Background: an optimization exercise with open tools, aiming at small area, a short achievable clock period and few clock cycles. Do not read the settings as production practice. In this exercise RTL edits were held to simulation tests only and were not proved equivalent to the original. Power and IR drop assume default switching activity.

==> flow/design.v (outline; a module is shown in full before it is edited, if it fits) <==
// module milestone1: 852 lines
// module fadd: 4 lines
module milestone1(
   input  logic        clock,
   input  logic        resetn,
   input  logic [15:0] SRAM_read_data,
   output logic [17:0] SRAM_address,
   output logic [15:0] SRAM_write_data,
   output logic        SRAM_we_n,
   input  logic        M1_start,
   output logic        M1_end
);
  // ...
==> flow/run.sh <==
#!/bin/bash
# synth_recipe.tcl (not shown) runs the flow's synth.tcl, then flattens the netlist and writes it again
# the make line also repeats each setting of config.mk as NAME=value (left out here)
make -C /OpenROAD-flow-scripts/flow DESIGN_CONFIG=/design/flow/config.mk WORK_HOME=/design/flow/orfs CLKGATE_MAP_FILE= SYNTH_SCRIPT=/design/flow/synth_recipe.tcl finish
==> flow/config.mk <==
export PLATFORM = sky130hd
export DESIGN_NAME = milestone1
export DESIGN_NICKNAME = milestone1
export VERILOG_FILES = /design/flow/design.v
export SDC_FILE = /design/flow/constraint.sdc
export NUM_CORES = 4
export LEC_CHECK = 0
export CAP_MARGIN = 20
export CORE_MARGIN = 2
export CORE_UTILIZATION = 40
export SLEW_MARGIN = 20
export SYNTH_HIERARCHICAL = 1
export SYNTH_MINIMUM_KEEP_SIZE = 0
==> flow/constraint.sdc <==
create_clock -name core_clock -period 11.0 [get_ports {clock}]
set_input_delay 2.2000 -clock core_clock [delete_from_list [all_inputs] [get_ports {clock}]]
set_output_delay 2.2000 -clock core_clock [all_outputs]
set_load 0.01 [all_outputs]
==> results.cfg, run 1 <==
[final_layout]
design_area_um2 = 24300
n_antenna_cell = 0
reg_top3 = win (88), SRAM_address (18), waddr (18)
regMostFlops = win
final_cells = 2467
final_cell_mix = fa_1, dfxtp_1, ha_1, inv_1, edfxtp_1
area_share_nonclk_buffers_pct = 2.62
largest_class = multi-input gates

[outcome]
status = complete, no violations

[clocking]
htreeDepth = 2
clkSlewWorstSetupHoldPaths_ps = 70

[routing]
wl_met2_mm = 22.5
wl_met3_mm = 2.12
maxUsedRoutingLayer = met4

[logic_synthesis]
synthAdderAreaFrac_pct = 35.5
yosys.area_share.simple_pct = 6.77
muxShareOfSynthArea_pct = 2.81
synth.net_count = 2127
synth.distinct_cells = 79
synth_cells = 1663
netlist.top_cell.by_area = fa_1

[floorplanning]
die_w_um = 236

[sta]
hold_ws_ps = 417
rsz0062_at_grt = no
finalCritPeriodShare_pct = 35.7
finalSetupViolCount = 0
worstMarginPinSlew_ps = 918

[placed_design]
gp_congestion = 0.878

[power]
max-vdd-ir-drop_uv = 133
power.density_nw_per_um2 = 140
switchingPower_w = 0.000868
maxPowerGroup = sequential cells

[worst_setup_path]
crit_family = compound AO/OA/AOI/OAI gates
worst_r2r_endpoint = pv3[9]$_DFF_P_

[global_route]
antenna_found_initial = 2
gr-total-overflow = 0
Testbench counts, summed over its fixed seeds: cycles 1,157,880.
==> inputs of run 2 (changes only) <==
--- a/flow/design.v
+++ b/flow/design.v
@@ -751,35 +751,68 @@
 wire ub_w118 = pu[7] | ub_w72;
 wire [26:0] ub_a = {~1'b0, pu[8], ~ub_w117, ub_w115, ub_w113, ub_w111, ub_w109, ub_w107, ub_w105, ub_w103, ub_w101, ub_w99, ub_w97, ub_w95, ub_w93, ub_w91, ub_w89, ub_w87, ub_w85, ub_w83, ub_w81, ub_w79, ub_w77, ub_w75, pu3[2], pu3[1], pu3[0]};
 wire [26:0] ub_b = {1'b0, ub_w118, ub_w116, ub_w114, ub_w112, ub_w110, ub_w108, ub_w106, ub_w104, ub_w102, ub_w100, ub_w98, ub_w96, ub_w94, ub_w92, ub_w90, ub_w88, ub_w86, ub_w84, ub_w82, ub_w80, ub_w78, ub_w76, ub_w74, ub_w73, 1'b0, 1'b0};
 wire [14:0] ub_lo = {1'b0, ub_a[13:0]} + {1'b0, ub_b[13:0]};
 logic [12:0] ub_ha, ub_hb; logic ub_c;
 always_ff @(posedge clock) begin ub_ha <= ub_a[26:14]; ub_hb <= ub_b[26:14]; ub_c <= ub_lo[14]; end
 wire [12:0] ub_s = (ub_ha + ub_hb + {12'd0, ub_c});
 wire [7:0] ub8 = ub_s[12] ? 8'd0 : (|ub_s[11:10]) ? 8'd255 : ub_s[9:2];
-wire t_we    = !st && ((t <= 5'd4) || (t == 5'd9));
-wire t_yrd   = (t == 5'd5) || (t == 5'd8 && !(st && g78)) || (t == 5'd14);
-wire t_crd   = (t == 5'd6) || (t == 5'd7) || (t == 5'd10) || (t == 5'd11) || (t == 5'd15);
-wire t_le    = (t == 5'd1) || (t == 5'd8);
+logic [4:0] tn;
+logic [6:0] grn;
+logic       stn;
+always_comb begin
+   tn = t; grn = gr; stn = st;
+   if (run) begin
+      if (t == 5'd9) begin
+         tn = 5'd0;
+         grn = last_grp ? 7'd0 : gr + 7'd1;
+         if (last_grp) stn = 1'b0;
+      end else if (t == 5'd4)
+         tn = last_grp ? 5'd10 : 5'd5;
+      else if (t == 5'd15)
+         tn = 5'd7;
+      else
+         tn = t + 5'd1;
+   end
+end
+wire n_g78  = (grn == 7'd78);
+wire n_last = (grn == 7'd79);
+logic t_we, t_yrd, t_le, isv;
+logic [1:0] coff;
 logic sh, sh_bus, sh_stu, sh_stv;    
+logic d_sh, d_bus, d_stu, d_stv;
 always_comb begin
-   sh = 1'b0; sh_bus = 1'b0; sh_stu = 1'b0; sh_stv = 1'b0;
-   case (t)
-      5'd0:  begin sh = 1'b1; sh_bus = !g78; end
-      5'd1, 5'd2, 5'd3: sh = last_grp;
-      5'd4:  begin sh = 1'b1; sh_stu = !g78 && !last_grp; end
-      5'd7:  begin sh = 1'b1; sh_stv = !g78; end
-      5'd9:  begin sh = 1'b1; sh_bus = (gr != 7'd77); end
-      5'd13, 5'd14: begin sh = 1'b1; sh_bus = 1'b1; end
-      5'd10, 5'd15: begin sh = 1'b1; sh_stu = 1'b1; end
-      5'd11: begin sh = 1'b1; sh_stv = 1'b1; end
+   d_sh = 1'b0; d_bus = 1'b0; d_stu = 1'b0; d_stv = 1'b0;
+   case (tn)
+      5'd0:  begin d_sh = 1'b1; d_bus = !n_g78; end
+      5'd1, 5'd2, 5'd3: d_sh = n_last;
+      5'd4:  begin d_sh = 1'b1; d_stu = !n_g78 && !n_last; end
+      5'd7:  begin d_sh = 1'b1; d_stv = !n_g78; end
+      5'd9:  begin d_sh = 1'b1; d_bus = (grn != 7'd77); end
+      5'd13, 5'd14: begin d_sh = 1'b1; d_bus = 1'b1; end
+      5'd10, 5'd15: begin d_sh = 1'b1; d_stu = 1'b1; end
+      5'd11: begin d_sh = 1'b1; d_stv = 1'b1; end
       default: ;
    endcase
 end
+always_ff @(posedge clock or negedge resetn) begin
+   if (!resetn) begin
+      t_we <= 1'b0; t_yrd <= 1'b0; t_le <= 1'b0; isv <= 1'b0; coff <= 2'd0;
+      sh <= 1'b0; sh_bus <= 1'b0; sh_stu <= 1'b0; sh_stv <= 1'b0;
+   end else begin
+      t_we  <= !stn && ((tn <= 5'd4) || (tn == 5'd9));
+      t_yrd <= (tn == 5'd5) || (tn == 5'd8 && !(stn && n_g78)) || (tn == 5'd14);
+      t_le  <= (tn == 5'd1) || (tn == 5'd8);
+      isv   <= (tn == 5'd7) || (tn == 5'd11);
+      coff  <= ((tn == 5'd6) || (tn == 5'd7)) ? (n_g78 ? (stn ? 2'd0 : 2'd1) : 2'd2)
+             : ((tn == 5'd10) || (tn == 5'd11)) ? 2'd1 : 2'd2;
+      sh <= d_sh; sh_bus <= d_bus; sh_stu <= d_stu; sh_stv <= d_stv;
+   end
+end
 wire [7:0] sh_in = sh_bus ? SRAM_read_data[15:8] : sh_stu ? st_u : sh_stv ? st_v : win[10];
 wire [8:0] nu = t_le ? {win[4][7], ~win[4][7], win[4][6:0]} : cu;
 wire [8:0] nv = t_le ? {win[5][7], ~win[5][7], win[5][6:0]} : ival;
 always_ff @(posedge clock) begin
    if (sh) begin
       for (int i = 1; i < 11; i++) win[i] <= win[i+1];
       win[11] <= sh_in;
    end
@@ -796,26 +829,17 @@
    h2 <= ub8;
    case (t)
       5'd0, 5'd3: SRAM_write_data <= {ur8, ug8};
       5'd1, 5'd4: SRAM_write_data <= {h1, ur8};
       5'd2, 5'd5, 5'd10: SRAM_write_data <= {h1, h2};
       default: ;
    endcase
 end
-logic [16:0] cbase;
-always_comb begin
-   case (t)
-      5'd6:    cbase = g78 ? (st ? 17'd38400 : 17'd38401) : 17'd38402;
-      5'd7:    cbase = g78 ? (st ? 17'd57600 : 17'd57601) : 17'd57602;
-      5'd10:   cbase = 17'd38401;
-      5'd11:   cbase = 17'd57601;
-      default: cbase = 17'd38402;
-   endcase
-end
+wire [16:0] cbase = (isv ? 17'd57600 : 17'd38400) + {15'd0, coff};
 wire [17:0] caddr = {3'b000, yaddr[15:1]} + {1'b0, cbase};
 wire fin = (t == 5'd0) && img_done;    
 always_ff @(posedge clock or negedge resetn) begin
    if (!resetn) begin
       t <= 5'd6;
       run <= 1'b0;
       st <= 1'b1;
       gr <= 7'd78;
@@ -826,26 +850,19 @@
    end else if (!run) begin
       SRAM_we_n <= 1'b1;
       if (M1_start && !M1_end) run <= 1'b1;
    end else begin
       if (fin) begin
          run <= 1'b0;
          M1_end <= 1'b1;
       end
-      if (t == 5'd9) begin
-         t <= 5'd0;
-         gr <= last_grp ? 7'd0 : gr + 7'd1;
-         if (last_grp) st <= 1'b0;
-      end else if (t == 5'd4)
-         t <= last_grp ? 5'd10 : 5'd5;
-      else if (t == 5'd15)
-         t <= 5'd7;
-      else
-         t <= t + 5'd1;
+      t <= tn;
+      gr <= grn;
+      st <= stn;
       SRAM_we_n <= ~t_we | fin;
       if (t_we) waddr <= waddr + 18'd1;
       if (t_yrd) yaddr <= yaddr + 16'd1;
    end
 end
 always_ff @(posedge clock) begin
    if (t_we)       SRAM_address <= waddr;
    else if (t_yrd) SRAM_address <= {2'b00, yaddr};
==> flow/config.mk (replaced) <==
export PLATFORM = sky130hd
export DESIGN_NAME = milestone1
export DESIGN_NICKNAME = milestone1
export VERILOG_FILES = /design/flow/design.v
export SDC_FILE = /design/flow/constraint.sdc
export NUM_CORES = 4
export LEC_CHECK = 0
export CAP_MARGIN = 20
export CORE_MARGIN = 2
export CORE_UTILIZATION = 40
export CTS_BUF_LIST = sky130_fd_sc_hd__clkbuf_4
export SLEW_MARGIN = 20
export SYNTH_HIERARCHICAL = 1
export SYNTH_MINIMUM_KEEP_SIZE = 0
==> results.cfg, run 2 <==
[global_route]
grt_pass1_wl_mm = 80.6
grt_max_degree = 70
gr-total-overflow = 0
track_usage_pct = 18.5
grt_pass1_vias = 14900
antenna_found_initial = 4

[final_layout]
filler_cell_count = 4906
final_common_cell = fa_1
layout-drive-gt1-share_pct = 12.7
regMostFlops = win
final_cell_mix = fa_1, dfxtp_1, ha_1, inv_1, clkbuf_4
reg_top3 = win (88), SRAM_address (18), waddr (18)
area_delta_synth_final_pct = 12.3
final_cells = 2635
fin_nets = 2316
largest_reg_flops = 88
utilization_pct = 45.6

[clocking]
postCtsSetupBuffers = 0
cts_hold_buf = 0
cts_buffers = 100
clock-sinks = 374
cts_tree = yes
clk_latency_ps = 850
cts_root_buffer = clkbuf_4
clkSlewWorstSetupHoldPaths_ps = 70
clockBufferDepth = 3
cts_resized = 0
htreeDepth = 3

[logic_synthesis]
async_flop_share_pct = 16.0
synth.most_common_cell = fa_1
synth_edf_count = 120
ys.flop_type = dfxtp_1
yosys_register_bits = 374
avgSynthCellArea_um2 = 12.8
yosysSeqAreaShare_pct = 41.1
yosysTopAreaCellShare_pct = 25.1
synth.distinct_cells = 74
syn_area_um2 = 21900
synth_top_cells_by_area = fa_1, dfxtp_1, edfxtp_1, ha_1, dfrtp_1
synthTopCellsByCount = fa_1, dfxtp_1, ha_1
yosysWarningCount = 8
synth_cells = 1717
netlist.top_cell.by_area = fa_1
synth.net_count = 2180

[floorplanning]
io_pins = 55
die_y_um = 238
rows = 85
start_util_pct = 40.6
coreArea_um2 = 54000
die_w_um = 238
die_area_um2 = 56700

[worst_setup_path]
cp-end-kind = primary output
worstPathArrival_ps = 1880
crit_family = buffers and inverters
slowest_stage = clkdlybuf4s50_1
timing.rr.start = ip_ha[0]$_DFF_P_
slowest_delay_ps = 540
critPathRequiredTime_ps = 8800
path_cells = clkdlybuf4s50_1
path_class = reg -> out
r2r_cells = 17
cp.depth = 1
path_buf_inv = 1
r2r_setup_slack_ps = 7250
worstPathMaxFanout = 1
cp-start-kind = flip-flop
worst_r2r_endpoint = pv3[9]$_DFF_P_

[worst_hold_path]
min_path_cells = 0
hp-class = reg -> reg
holdPathEnd = win[5][4]$_DFFE_PP_
worstHoldStart = win[6][4]$_DFFE_PP_

[routing]
dr.first_iter.drc_count = 736
routed_wl_mm = 49.9
drc = 0
viasPerCell = 5.07
vias = 13400
wire_per_inst_um = 18.9
dr.pass1.iters = 5
antenna_left = 0

[sta]
rsz0062_at_grt = no
fin_crit_ps = 4080
finalSetupViolCount = 0
fmax_ghz = 0.245
finalCritPeriodShare_pct = 37.1
tns_ps = 0
hold_viol_final = 0
skew_ps = 69.0
worstMarginPinSlew_ps = 1060
relSlewSlack_pct = 28.9
timing_max_transition_violations_final = 0

[placed_design]
port_buffers = 54
hpwlAfterDp_mm = 37.9
gp_congestion = 0.911
placed_cells = 2447

[outcome]
status = complete, no violations

[job]
max-cap-violations = 0

[power]
max-vdd-ir-drop_uv = 91.6
power.density_nw_per_um2 = 135
p_leak_nw = 10.4
run 2: layout make-up:
class	count	area, um2	area share [%]
inverters	153	574	2.33
diodes	1	2.50	0.0102
well taps	696	871	3.53
flip-flops and latches	374	9010	36.6
multi-input cells	1158	12200	49.7
repair buffers	66	626	2.54
clock inverters	46	255	1.04
clock buffers	141	1060	4.30
run 2: worst max path at each step:
stage	endpoint	slack [ps]	start
detailed placement	pv3[9]$_DFF_P_	7310	ip_ha[0]$_DFF_P_
finish	SRAM_we_n	6920	SRAM_we_n$_DFF_PN1_
CTS	SRAM_we_n	6800	SRAM_we_n$_DFF_PN1_
global placement	pv3[9]$_DFF_P_	7430	ip_ha[0]$_DFF_P_
global route	SRAM_we_n	6790	SRAM_we_n$_DFF_PN1_
floorplan	ip_ha[3]$_DFF_P_	7530	win[7][2]$_DFFE_PP_
run 2: kinds of logic (layout without fill, tap and decap cells):
group / after synthesis / after routing / share of synthesized area [%]
buf+inv: 185 / 406 / 3.22
compound gates: 279 / 279 / 8.33
fa+ha+maj: 444 / 444 / 34.7
flops: 374 / 374 / 41.1
other cells: 0 / 1 / 0
xor+xnor: 85 / 85 / 3.39
simple gates: 297 / 297 / 6.62
mux: 53 / 53 / 2.65
run 2: modules after synthesis, one instance, submodules excluded:
module      cells  flops+latches  copies in the design  cell area [um2]
fadd            1              0                   272             20.0
milestone1   1445            374                     1            16500
run 2: through the flow:
| step | worst slack, ps | power, W | area, um2 | hold WS [ps] |
|---|---|---|---|---|
| after detailed placement | 7310 | 0.00211 | 23300 | 405 |
| final | 6920 | 0.00333 | 24600 | 413 |
| after CTS | 6800 | 0.00339 | 24600 | 417 |
| after floorplan | 7530 | 0.00196 | 21900 | 395 |
| after global routing | 6790 | 0.00355 | 24600 | 416 |
| after global placement | 7430 | 0.00210 | 23300 | 402 |
run 2: metal layers:
layer / global-route usage [%] / part of all wire [%]
met1: 23.8 / 44
met2: 30.7 / 48
met5: 0 / 0.042
met4: 6.82 / 2.9
met3: 4.22 / 5.0
run 2: power breakdown:
| group | leakage, nW | internal, W | switching [W] |
|---|---|---|---|
| logic | 6.00 | 0.000241 | 0.000312 |
| clock network | 0.777 | 0.000647 | 0.000604 |
| registers | 3.59 | 0.00150 | 0.0000255 |
| total | 10.4 | 0.00239 | 0.000942 |
Testbench counts of run 2, summed over its fixed seeds: cycles 1,157,880.
==> inputs of run 3 (changes only) <==
--- a/flow/config.mk
+++ b/flow/config.mk
@@ -9,5 +9,6 @@
 export CORE_MARGIN = 2
 export CORE_UTILIZATION = 40
-export CTS_BUF_LIST = sky130_fd_sc_hd__clkbuf_4
+export CTS_CLUSTER_DIAMETER = 100
+export CTS_CLUSTER_SIZE = 30
 export SLEW_MARGIN = 20
 export SYNTH_HIERARCHICAL = 1
==> results.cfg, run 3 <==
[outcome]
status = complete, no violations

[logic_synthesis]
synth.most_common_cell = fa_1
synth_cells = 1717
synth.distinct_cells = 74
synthTopCellsByCount = fa_1, dfxtp_1, ha_1
synth.net_count = 2180
yosysSeqAreaShare_pct = 41.1
yosysTopAreaCellShare_pct = 25.1
netlist.top_cell.by_area = fa_1
ys.flop_type = dfxtp_1
synth_edf_count = 120
yosys_register_bits = 374
yosysWarningCount = 8
async_flop_share_pct = 16.0
avgSynthCellArea_um2 = 12.8
syn_area_um2 = 21900
synth_top_cells_by_area = fa_1, dfxtp_1, edfxtp_1, ha_1, dfrtp_1

[worst_setup_path]
slowest_stage = clkdlybuf4s50_1
critPathRequiredTime_ps = 8800
r2r_cells = 17
cp-start-kind = flip-flop
path_class = reg -> out
timing.rr.start = ip_ha[0]$_DFF_P_
crit_family = buffers and inverters
worstPathArrival_ps = 1650
slowest_delay_ps = 540
worstPathMaxFanout = 1
r2r_setup_slack_ps = 7260
path_cells = clkdlybuf4s50_1
path_buf_inv = 1
worst_r2r_endpoint = pv3[9]$_DFF_P_
cp-end-kind = primary output

[clocking]
clockBufferDepth = 3
cts_root_buffer = clkbuf_16
cts_buffers = 20
htreeDepth = 1
postCtsSetupBuffers = 0
cts_resized = 0
clkSlewWorstSetupHoldPaths_ps = 110
clk_latency_ps = 570
clock-sinks = 374
cts_hold_buf = 0
cts_tree = yes

[global_route]
grt_pass1_vias = 14000
grt_pass1_wl_mm = 77.9
grt_max_degree = 70
use_met3_pct = 2.29
gr-total-overflow = 0
grt_use_met1_pct = 23.9
track_usage_pct = 17.8
grt_use_met2_pct = 30.4
antenna_found_initial = 3
gr-max-usage-layer = met2

[power]
p_leak_nw = 9.94
max-vdd-ir-drop_uv = 101
power.density_nw_per_um2 = 124

[sta]
layout_setup_ws_ps = 7150
worstMarginPinSlew_ps = 1060
hold_ws_ps = 426
hold_viol_final = 0
fin_crit_ps = 3850
rsz0062_at_grt = no
relSlewSlack_pct = 28.8
finalCritPeriodShare_pct = 35.0
timing_max_transition_violations_final = 0
finalSetupViolCount = 0
tns_ps = 0
skew_ps = 55.2
fmax_ghz = 0.260

[routing]
dr.first_iter.drc_count = 847
vias = 12800
wire_per_inst_um = 19.5
drc = 0
antenna_left = 0
routed_wl_mm = 48.3
dr.pass1.iters = 5
viasPerCell = 5.17

[floorplanning]
die_w_um = 238
start_util_pct = 40.6
die_area_um2 = 56700
io_pins = 55
coreArea_um2 = 54000
rows = 85
die_y_um = 238

[final_layout]
reg_top3 = win (88), SRAM_address (18), waddr (18)
utilization_pct = 44.5
fin_nets = 2236
regMostFlops = win
final_cell_mix = fa_1, dfxtp_1, ha_1, inv_1, edfxtp_1
n_antenna_cell = 0
area_delta_synth_final_pct = 9.57
layout-drive-gt1-share_pct = 6.77
filler_cell_count = 4887
final_common_cell = fa_1
largest_reg_flops = 88

[worst_hold_path]
min_path_cells = 0
hp-class = reg -> reg
worstHoldStart = win[2][0]$_DFFE_PP_
holdPathEnd = win[1][0]$_DFFE_PP_

[placed_design]
hpwlAfterDp_mm = 37.9
pre_cts_ws_ps = 7310
gp_congestion = 0.911
port_buffers = 54

[job]
max-cap-violations = 0
run 3: cell counts after synthesis:
No cell type changed its count.
run 3: area by class of cell:
| cell class | count | area [um2] | share of cell area [%] |
|---|---|---|---|
| clock buffers | 26 | 523 | 2.18 |
| well taps | 696 | 871 | 3.62 |
| multi-input cells | 1158 | 12200 | 50.9 |
| inverters | 153 | 574 | 2.39 |
| repair buffers | 66 | 626 | 2.60 |
| clock inverters | 10 | 190 | 0.791 |
| flip-flops and latches | 374 | 9010 | 37.5 |
run 3: logic make-up after synthesis:
family / after synthesis / synth area share [%]
AO/OA/AOI/OAI: 279 / 8.33
XOR/XNOR: 85 / 3.39
adder cells (fa/ha/maj): 444 / 34.7
multiplexers: 53 / 2.65
AND/OR/NAND/NOR: 297 / 6.62
buffers and inverters: 185 / 3.22
flip-flops: 374 / 41.1
run 3: per-stage QoR:
step / std cells / cell area (um2) / total power, W
2_1_floorplan: 1717 / 21900 / 0.00196
3_3_place_gp: 2447 / 23300 / 0.00210
3_5_place_dp: 2447 / 23300 / 0.00211
4_1_cts: 2483 / 24000 / 0.00302
5_1_grt: 2483 / 24000 / 0.00315
6_report: 2483 / 24000 / 0.00298
run 3: worst max path at each step:
stage | from | endpoint | slack, ps | cells past startpoint
after floorplan | win[7][2]$_DFFE_PP_ | ip_ha[3]$_DFF_P_ | 7530 | 6
after global placement | ip_ha[0]$_DFF_P_ | pv3[9]$_DFF_P_ | 7430 | 17
after detailed placement | ip_ha[0]$_DFF_P_ | pv3[9]$_DFF_P_ | 7310 | 17
after CTS | SRAM_we_n$_DFF_PN1_ | SRAM_we_n | 7100 | 1
after global routing | ip_ha[0]$_DFF_P_ | pv3[9]$_DFF_P_ | 6960 | 17
final | SRAM_we_n$_DFF_PN1_ | SRAM_we_n | 7150 | 1
run 3: per-layer routing:
metal | up-vias | part of all wire (%)
li1 | 5966 | -
met1 | 6545 | 45
met2 | 255 | 49
met3 | 71 | 4.0
met4 | 4 | 2.6
met5 | - | 0.043
run 3: where the power goes:
group	leakage, nW	internal, W	switching, W
logic	6.00	0.000240	0.000311
registers	3.59	0.00150	0.0000253
clock network	0.342	0.000385	0.000511
run 3: Yosys stat by module (local to each module, per instance):
module,times used,flops+latches,cells inside,cell area (um2)
milestone1,1,374,1445,16500
fadd,272,0,1,20.0
==> inputs of run 4 (changes only) <==
--- a/flow/config.mk
+++ b/flow/config.mk
@@ -9,6 +9,6 @@
 export CORE_MARGIN = 2
 export CORE_UTILIZATION = 40
-export CTS_CLUSTER_DIAMETER = 100
-export CTS_CLUSTER_SIZE = 30
+export CTS_CLUSTER_DIAMETER = 80
+export CTS_CLUSTER_SIZE = 40
 export SLEW_MARGIN = 20
 export SYNTH_HIERARCHICAL = 1
==> results.cfg, run 4 <==
[logic_synthesis]
synth_top_cells_by_area = fa_1, dfxtp_1, edfxtp_1, ha_1, dfrtp_1
synthTopCellsByCount = fa_1, dfxtp_1, ha_1
synth.net_count = 2180
yosys_register_bits = 374
synth.distinct_cells = 74
syn_area_um2 = 21900
avgSynthCellArea_um2 = 12.8
yosysTopAreaCellShare_pct = 25.1
yosysSeqAreaShare_pct = 41.1
netlist.top_cell.by_area = fa_1
ys.flop_type = dfxtp_1
synth.most_common_cell = fa_1
async_flop_share_pct = 16.0
synth_edf_count = 120
synth_cells = 1717
yosysWarningCount = 8

[worst_setup_path]
slowest_stage = clkdlybuf4s50_1
path_class = reg -> out
critPathRequiredTime_ps = 8800
worstPathMaxFanout = 1
cp-end-kind = primary output
crit_family = buffers and inverters
slowest_delay_ps = 540
path_cells = clkdlybuf4s50_1
path_buf_inv = 1
worstPathArrival_ps = 1650
cp-start-kind = flip-flop

[sta]
worstMarginPinSlew_ps = 1080
fin_crit_ps = 3850
tns_ps = 0
timing_max_transition_violations_final = 0
finalCritPeriodShare_pct = 35.0
fmax_ghz = 0.260
relSlewSlack_pct = 27.9
hold_viol_final = 0
skew_ps = 25.5
finalSetupViolCount = 0
rsz0062_at_grt = no

[routing]
drc = 0
routed_wl_mm = 48.4
dr.first_iter.drc_count = 775
viasPerCell = 5.17
dr.pass1.iters = 7
antenna_left = 0
wire_per_inst_um = 19.4
vias = 12900

[final_layout]
final_common_cell = fa_1
final_cells = 2496
reg_top3 = win (88), SRAM_address (18), waddr (18)
regMostFlops = win
fin_nets = 2243
area_delta_synth_final_pct = 10.8
largest_reg_flops = 88
final_cell_mix = fa_1, dfxtp_1, ha_1, inv_1, edfxtp_1
layout-drive-gt1-share_pct = 7.67
n_antenna_cell = 0
filler_cell_count = 4844

[clocking]
clockBufferDepth = 3
cts_tree = yes
clk_latency_ps = 580
clock-sinks = 374
cts_buffers = 27
cts_root_buffer = clkbuf_16
cts_resized = 0
clkSlewWorstSetupHoldPaths_ps = 100
htreeDepth = 1
postCtsSetupBuffers = 0
cts_hold_buf = 0

[floorplanning]
io_pins = 55
coreArea_um2 = 54000
start_util_pct = 40.6
die_w_um = 238
die_y_um = 238
die_area_um2 = 56700
rows = 85

[power]
pwr-share-comb_pct = 17.3
intPower_w = 0.00227
p_leak_nw = 10.1
max-vdd-ir-drop_uv = 158
switchingPower_w = 0.000922
power.density_nw_per_um2 = 131
clkPwrFrac_pct = 34.8
p_sw_share_pct = 28.9
p_seq_share_pct = 47.9

[job]
max-cap-violations = 0

[placed_design]
gp_congestion = 0.911
port_buffers = 54
placed_cells = 2447
hpwlAfterDp_mm = 37.9

[global_route]
grt_use_met1_pct = 23.8
gr-total-overflow = 0
gr-max-usage-layer = met2
grt_pass1_wl_mm = 78.0
antenna_found_initial = 3
grt_use_met2_pct = 30.0
grt_max_degree = 70
grt_pass1_vias = 14100
use_met3_pct = 2.70
track_usage_pct = 17.8

[outcome]
status = complete, no violations

[worst_hold_path]
hp-class = reg -> reg
## run 4: cell count changes in the layout (fill, tap and decap cells not counted), moves of 2 or more
cell	previous run	this run
inv_8	1	4
clkbuf_16	20	27
clkinv_16	2	0
inv_6	0	3
inv_12	0	5
clkbuf_1	6	1
## run 4: power by group through the flow
stage                     sequential, W  clock [W]  combinational, W
after global routing            0.00153    0.00120          0.000633
after global placement          0.00156          0          0.000546
after detailed placement        0.00156          0          0.000553
final                           0.00153    0.00111          0.000552
after floorplan                 0.00156          0          0.000401
after CTS                       0.00153    0.00115          0.000558
## run 4: worst reg2reg max path, cell delays in order, from the launching register on
cell and delay, ps:
dfxtp_1 310, ha_1 300, a211oi_1 260, nor2_1 100, or2_2 300, xor2_1 150
nand2_1 60, o21ai_0 220, ha_1 320, fa_1 410, a21o_1 170, a21oi_1 240
o21bai_1 100, a21oi_1 250, nor2b_1 70, nor2_1 100, o21bai_1 80, xnor2_1 130
## run 4: kinds of logic (layout without fill, tap and decap cells)
| logic type | Yosys count | after routing | synth area share (%) |
|---|---|---|---|
| simple gates | 297 | 297 | 6.62 |
| buf+inv | 185 | 268 | 3.22 |
| mux | 53 | 53 | 2.65 |
| flops | 374 | 374 | 41.1 |
| xor+xnor | 85 | 85 | 3.39 |
| fa+ha+maj | 444 | 444 | 34.7 |
| compound gates | 279 | 279 | 8.33 |
## run 4: final timing paths
| kind | start | end | slack, ps | depth (start not counted) |
|---|---|---|---|---|
| min in group asynchronous | resetn | waddr[7]$_DFFE_PN0P_ | 1750 | 2 |
| hold reg to reg | win[6][4]$_DFFE_PP_ | win[5][4]$_DFFE_PP_ | 420 | 0 |
| setup reg to reg | ip_ha[0]$_DFF_P_ | pv3[9]$_DFF_P_ | 7300 | 17 |
| max in group asynchronous | resetn | sh$_DFF_PN0_ | 8660 | 2 |
| setup / recovery | SRAM_we_n$_DFF_PN1_ | SRAM_we_n | 7150 | 1 |
| hold / removal | win[6][4]$_DFFE_PP_ | win[5][4]$_DFFE_PP_ | 420 | 0 |
## run 4: per-module statistics from Yosys, one instance, submodules excluded
module	area, um2	flops+latches	cells inside
fadd	20.0	0	1
milestone1	16500	374	1445
## run 4: layout make-up
class | count | area, um2 | share of cell area (%)
clock buffers | 28 | 679 | 2.80
clock inverters | 21 | 300 | 1.24
inverters | 153 | 574 | 2.36
multi-input cells | 1158 | 12200 | 50.4
flip-flops and latches | 374 | 9010 | 37.1
well taps | 696 | 871 | 3.58
repair buffers | 66 | 626 | 2.57
## run 4: layer usage
metal,vias to the layer above,part of all wire [%]
met4,4,3.2
met5,-,0.043
li1,6000,-
met1,6542,44
met3,102,4.2
met2,262,48
## run 4: metrics by stage
| step | util (%) | power, W | hold WS (ps) | instance area [um2] | setup WS (ps) |
|---|---|---|---|---|---|
| 2_1_floorplan | - | 0.00196 | 395 | 21900 | 7530 |
| 3_3_place_gp | 43.1 | 0.00210 | 402 | 23300 | 7430 |
| 3_5_place_dp | 43.1 | 0.00211 | 405 | 23300 | 7310 |
| 4_1_cts | 45.0 | 0.00324 | 424 | 24300 | 7100 |
| 5_1_grt | 45.0 | 0.00336 | 421 | 24300 | 6970 |
| 6_report | 45.0 | 0.00319 | 420 | 24300 | 7150 |
==> inputs of run 5 (changes only) <==
--- a/flow/config.mk
+++ b/flow/config.mk
@@ -9,6 +9,4 @@
 export CORE_MARGIN = 2
 export CORE_UTILIZATION = 40
-export CTS_CLUSTER_DIAMETER = 80
-export CTS_CLUSTER_SIZE = 40
 export SLEW_MARGIN = 20
 export SYNTH_HIERARCHICAL = 1
==> results.cfg, run 5 <==
[routing]
maxUsedRoutingLayer = met5
antenna_left = 0
wl_met3_mm = 2.14
routed_wl_mm = 49.0
viasPerCell = 5.14
wire_per_inst_um = 19.4
wl_met2_mm = 23.6
dr.pass1.iters = 7
dr.first_iter.drc_count = 905
drc = 0
met1Wirelength_mm = 21.8
vias = 13000

[worst_setup_path]
path_buf_inv = 1
timing.rr.start = ip_ha[0]$_DFF_P_
cp-end-kind = primary output
worstPathArrival_ps = 1630
endpoint = SRAM_we_n
worst_r2r_endpoint = pv3[9]$_DFF_P_
cp-start-kind = flip-flop
critPathRequiredTime_ps = 8800
r2r_setup_slack_ps = 7270
cp.depth = 1
crit_start = SRAM_we_n$_DFF_PN1_
slowest_stage = clkdlybuf4s50_1
path_class = reg -> out
slowest_delay_ps = 540
path_cells = clkdlybuf4s50_1
worstPathMaxFanout = 1
r2r_cells = 17
crit_family = buffers and inverters

[sta]
worstMarginPinSlew_ps = 1070
rsz0062_at_grt = no
tns_ps = 0
relSlewSlack_pct = 28.2
hold_viol_final = 0
skew_ps = 50.9
fmax_ghz = 0.261
finalSetupViolCount = 0
finalCritPeriodShare_pct = 34.8
fin_crit_ps = 3830
timing_max_transition_violations_final = 0

[final_layout]
final_cell_mix = fa_1, dfxtp_1, ha_1, inv_1, edfxtp_1
layout-drive-gt1-share_pct = 8.58
regMostFlops = win
design_area_um2 = 24700
final_common_cell = fa_1
area_delta_synth_final_pct = 12.6
largest_reg_flops = 88
utilization_pct = 45.7
fin_nets = 2258
n_antenna_cell = 0
reg_top3 = win (88), SRAM_address (18), waddr (18)

[global_route]
gr-total-overflow = 0
antenna_found_initial = 3
track_usage_pct = 18.2
grt_pass1_wl_mm = 79.0
grt_max_degree = 70
grt_pass1_vias = 14300

[placed_design]
gp_congestion = 0.911
placed_area_um2 = 23300
port_buffers = 54
hpwlAfterDp_mm = 37.9

[logic_synthesis]
muxShareOfSynthArea_pct = 2.65
synth.most_common_cell = fa_1
yosysSeqAreaShare_pct = 41.1
synth_xor_area_share_pct = 3.39
synth_top_family_by_area = adder cells
synth_top_cells_by_area = fa_1, dfxtp_1, edfxtp_1, ha_1, dfrtp_1
async_flop_share_pct = 16.0
netlist.top_cell.by_area = fa_1
synthTopCellsByCount = fa_1, dfxtp_1, ha_1
syn_area_um2 = 21900
avgSynthCellArea_um2 = 12.8
synth_edf_count = 120
synth_cells = 1717
synth.distinct_cells = 74
yosys_register_bits = 374
yosysWarningCount = 8
synth.net_count = 2180
ys.flop_type = dfxtp_1
yosysTopAreaCellShare_pct = 25.1
synth_compound_area_share_pct = 8.33
synthAdderAreaFrac_pct = 34.7
yosys.area_share.simple_pct = 6.62

[power]
power.density_nw_per_um2 = 141
p_total_w = 0.00347
p_leak_nw = 10.3
max-vdd-ir-drop_uv = 114

[job]
max-cap-violations = 0

[clocking]
clkSlewWorstSetupHoldPaths_ps = 60
clk_latency_ps = 590
cts_tree = yes
clockBufferDepth = 3
cts_buffers = 42
postCtsSetupBuffers = 0
htreeDepth = 2
clock-sinks = 374
cts_hold_buf = 0
cts_root_buffer = clkbuf_16
cts_resized = 0

[floorplanning]
start_util_pct = 40.6
coreArea_um2 = 54000
rows = 85
die_w_um = 238
io_pins = 55
die_y_um = 238
die_area_um2 = 56700

[outcome]
status = complete, no violations

[worst_hold_path]
hp-class = reg -> reg
[run 5: cell count changes in the layout (fill, tap and decap cells not counted), sizes merged]
cell      change
bufinv        +1
clkbuf       +31
clkinv        +9
clkinvlp      +3
inv          -15
[run 5: worst min path at each step]
| stage | from | depth (start not counted) | slack (ps) | end |
|---|---|---|---|---|
| 6_report | win[8][4]$_DFFE_PP_ | 0 | 420 | win[7][4]$_DFFE_PP_ |
| 5_1_grt | win[6][6]$_DFFE_PP_ | 0 | 420 | win[5][6]$_DFFE_PP_ |
| 4_1_cts | win[8][4]$_DFFE_PP_ | 0 | 420 | win[7][4]$_DFFE_PP_ |
| 3_5_place_dp | win[6][6]$_DFFE_PP_ | 0 | 400 | win[5][6]$_DFFE_PP_ |
| 3_3_place_gp | win[2][6]$_DFFE_PP_ | 0 | 400 | win[1][6]$_DFFE_PP_ |
| 2_1_floorplan | pv3[10]$_DFF_P_ | 0 | 390 | ur_ha[11]$_DFF_P_ |
[run 5: modules after synthesis (local to each module, per instance)]
module,copies in the design,area (um2),flops+latches
fadd,272,20.0,0
milestone1,1,16500,374
[run 5: kinds of logic after synthesis]
family / Yosys count
AOI/OAI and AO/OA: 279
buffers and inverters: 185
adders and majority gates: 444
DFF: 374
xor gates and xnor gates: 85
and+or+nand+nor: 297
muxes: 53
[run 5: cell type report]
class	count	area (um2)
fill	4834	29300
multi-input combinational	1158	12200
sequential	374	9010
clock buffer	59	1190
tap	696	871
timing repair buffer	66	626
inverter	153	574
clock inverter	19	199
[run 5: metrics by stage]
step | hold WS, ps | std cells | worst slack, ps
5_1_grt | 423 | 2525 | 6970
3_3_place_gp | 402 | 2447 | 7430
6_report | 416 | 2525 | 7170
2_1_floorplan | 395 | 1717 | 7530
3_5_place_dp | 405 | 2447 | 7310
4_1_cts | 417 | 2525 | 7110
[run 5: per-layer routing]
metal	up-vias	GRT usage [%]
met5	-	0
met4	4	6.06
met3	82	2.79
met2	290	30.6
met1	6555	24.0
li1	6037	-
[run 5: report_power, final]
part / leakage (nW) / internal, W / switching [W] / total [W]
clock: 0.671 / 0.000809 / 0.000585 / 0.00139
sequential: 3.59 / 0.00150 / 0.0000254 / 0.00153
combinational: 6.00 / 0.000240 / 0.000311 / 0.000551
==> inputs of run 6 (changes only) <==
==> flow/flow/run.sh (new file) <==
#!/bin/bash
# The standard layout; the timing repair aims at a tighter setup target
# (repair_timing setup margin). Clock and constraints are unchanged.
set -euo pipefail
bash standard.sh SETUP_SLACK_MARGIN=7.8 finish > standard.log 2>&1
==> flow/standard.sh (new file) <==
#!/bin/bash
# synth_recipe.tcl (not shown) runs the flow's synth.tcl, then flattens the netlist and writes it again
# the make line also repeats each setting of config.mk as NAME=value (left out here)
make -C /OpenROAD-flow-scripts/flow DESIGN_CONFIG=/design/flow/config.mk WORK_HOME=/design/flow/orfs CLKGATE_MAP_FILE= SYNTH_SCRIPT=/design/flow/synth_recipe.tcl "${@:-finish}"
removed: flow/run.sh
==> results.cfg, run 6 <==
[outcome]
status = complete, no violations

[power]
p_leak_nw = 10.6
power.density_nw_per_um2 = 139
max-vdd-ir-drop_uv = 124

[logic_synthesis]
avgSynthCellArea_um2 = 12.8
synth.most_common_cell = fa_1
synth_xor_area_share_pct = 3.39
yosys_register_bits = 374
synth_top_cells_by_area = fa_1, dfxtp_1, edfxtp_1, ha_1, dfrtp_1
synth_compound_area_share_pct = 8.33
yosysSeqAreaShare_pct = 41.1
synthTopCellsByCount = fa_1, dfxtp_1, ha_1
synth_top_family_by_area = adder cells
synth_edf_count = 120
ys.flop_type = dfxtp_1
yosys.area_share.simple_pct = 6.62
async_flop_share_pct = 16.0
yosysTopAreaCellShare_pct = 25.1
netlist.top_cell.by_area = fa_1
synth.distinct_cells = 74
synth.net_count = 2180
synthAdderAreaFrac_pct = 34.7
yosysWarningCount = 8
syn_area_um2 = 21900
synth_cells = 1717
muxShareOfSynthArea_pct = 2.65

[sta]
timing_max_transition_violations_final = 0
finalSetupViolCount = 0
relSlewSlack_pct = 36.1
fmax_ghz = 0.284
rsz0062_at_grt = yes
hold_viol_final = 0
layout_setup_ws_ps = 7470
skew_ps = 12.0
worstMarginPinSlew_ps = 958
fin_crit_ps = 3530
finalCritPeriodShare_pct = 32.1
tns_ps = 0

[routing]
wire_per_inst_um = 19.3
dr.pass1.iters = 5
dr.first_iter.drc_count = 871
viasPerCell = 5.12
drc = 0
vias = 13200
antenna_left = 0
routed_wl_mm = 50.0

[clocking]
htreeDepth = 2
cts_tree = yes
clock-sinks = 374
clk_latency_ps = 580
clockBufferDepth = 3
cts_buffers = 42
cts_hold_buf = 0
clkSlewWorstSetupHoldPaths_ps = 60
cts_root_buffer = clkbuf_16

[global_route]
grt_pass1_wl_mm = 78.4
track_usage_pct = 18.1
gr-total-overflow = 0
antenna_found_initial = 0
grt_pass1_vias = 14100
grt_max_degree = 88

[final_layout]
area_delta_synth_final_pct = 15.6
final_common_cell = fa_1
largest_reg_flops = 88
n_antenna_cell = 0
layout-drive-gt1-share_pct = 17.1
fin_nets = 2316
final_cell_mix = fa_1, dfxtp_1, ha_1, inv_1, edfxtp_1
regMostFlops = win
filler_cell_count = 4784
reg_top3 = win (88), SRAM_address (18), waddr (18)

[placed_design]
gp_congestion = 0.885
port_buffers = 54
hpwlAfterDp_mm = 37.9
pre_cts_ws_ps = 7340

[worst_setup_path]
worstPathMaxFanout = 3
cp-end-kind = flip-flop
worstPathArrival_ps = 3980
cp-start-kind = flip-flop
path_class = reg -> reg
critPathRequiredTime_ps = 11450

[floorplanning]
rows = 85
start_util_pct = 40.6
die_w_um = 238
die_y_um = 238
io_pins = 55
die_area_um2 = 56700
coreArea_um2 = 54000

[job]
max-cap-violations = 0

[worst_hold_path]
hp-class = reg -> reg
[run 6: critical path, cell delays in order (launching register included)]
cell and delay [ps]:
edfxtp_1 490, fa_2 580, fa_1 430, fa_1 510, fa_1 450, fa_1 530
fa_1 410
[run 6: modules after synthesis (local to each module, per instance)]
module      copies in the design  flip-flops and latches
fadd                         272                       0
milestone1                     1                     374
[run 6: cell type report]
class,count,area (um2),share of cell area [%]
multi-input combinational,1158,12500,49.2
sequential,374,9040,35.6
clock buffer,55,1180,4.66
timing repair buffer,124,986,3.89
tap,696,871,3.43
inverter,153,592,2.33
clock inverter,23,224,0.883
[run 6: kinds of logic after synthesis]
kind of cell / count (synthesis)
buf+inv: 185
flops: 374
mux: 53
xor+xnor: 85
simple gates: 297
compound gates: 279
fa+ha+maj: 444
[run 6: per-layer routing]
metal	up-vias	track usage, %	wire (um)
met1	6695	23.7	22000
met2	304	30.5	24200
met4	0	5.87	1350
met5	-	0	0
li1	6158	-	-
met3	80	3.24	2380
[run 6: power breakdown]
group,internal (W),leakage [nW],switching (W)
Combinational,0.000253,6.31,0.000317
Clock,0.000836,0.694,0.000585
Sequential,0.00150,3.59,0.0000299
Total,0.00259,10.6,0.000932
[run 6: stage by stage]
stage	hold WS (ps)	power, W	utilization [%]	instance area [um2]	std cells
after global routing	420	0.00369	47.0	25400	2583
final	416	0.00353	47.0	25400	2583
after floorplan	395	0.00196	-	22000	1717
after global placement	400	0.00210	43.2	23300	2444
after detailed placement	405	0.00211	43.2	23300	2445
after CTS	415	0.00356	46.2	25000	2556
[run 6: path summary, 6_finish.rpt]
path	end	start	slack, ps	cells after the start
worst max-delay path	ip_ha[3]$_DFF_P_	win[3][6]$_DFFE_PP_	7470	6
worst min-delay path	win[7][3]$_DFFE_PP_	win[8][3]$_DFFE_PP_	420	0
worst max register to register	ip_ha[3]$_DFF_P_	win[3][6]$_DFFE_PP_	7470	6
worst min register to register	win[7][3]$_DFFE_PP_	win[8][3]$_DFFE_PP_	420	0
max in group asynchronous	sh$_DFF_PN0_	resetn	8610	2
min in group asynchronous	waddr[14]$_DFFE_PN0P_	resetn	1800	2
[run 6: timing repair]
| item | 4_1_cts | 5_1_grt |
|---|---|---|
| gates resized for setup | 193 | 49 |
| buffers inserted | 33 | 27 |
| endpoints found under the setup margin | 72 | 79 |
| pin swaps | 12 | 25 |

static timing again, ports no longer ideal:
How much do the figures lean on ideal ports? The routed layouts below were timed once more, with nothing changed but the port constraints. Step 1 sets driving cells, clkbuf_16 on the clock port and buf_2 on the other inputs (assumed; they add their load-dependent delay and slew). Step 2, shift: input delay + t, output delay - t, t = (earliest + latest rising clock arrival at the registers) / 2. This alone moves slack from input paths to output paths. a / b / c = ideal / step 1 / step 2; a / b = the first two.
run | t (ns) | slack for setup (ns) | hold WS [ns] | slew at the worst register clock pin (ns) | worst slew at a driven data input, ns
run 1 | 0.593 | 7.077 / 7.077 / 7.077 | 0.417 / 0.417 / 0.417 | 0.07 / 0.07 | 0.06
run 2 | 0.865 | 6.917 / 6.867 / 7.249 | 0.413 / 0.413 / 0.413 | 0.07 / 0.07 | 0.04
run 3 | 0.605 | 7.152 / 7.094 / 7.262 | 0.426 / 0.426 / 0.426 | 0.11 / 0.11 | 0.04
run 4 | 0.633 | 7.153 / 7.095 / 7.297 | 0.420 / 0.420 / 0.420 | 0.10 / 0.10 | 0.04
run 5 | 0.629 | 7.169 / 7.110 / 7.270 | 0.416 / 0.416 / 0.416 | 0.07 / 0.07 | 0.04
run 6 | 0.629 | 7.474 / 7.474 / 7.474 | 0.416 / 0.416 / 0.416 | 0.06 / 0.06 | 0.04
After both steps setup and hold are still met in every run listed.
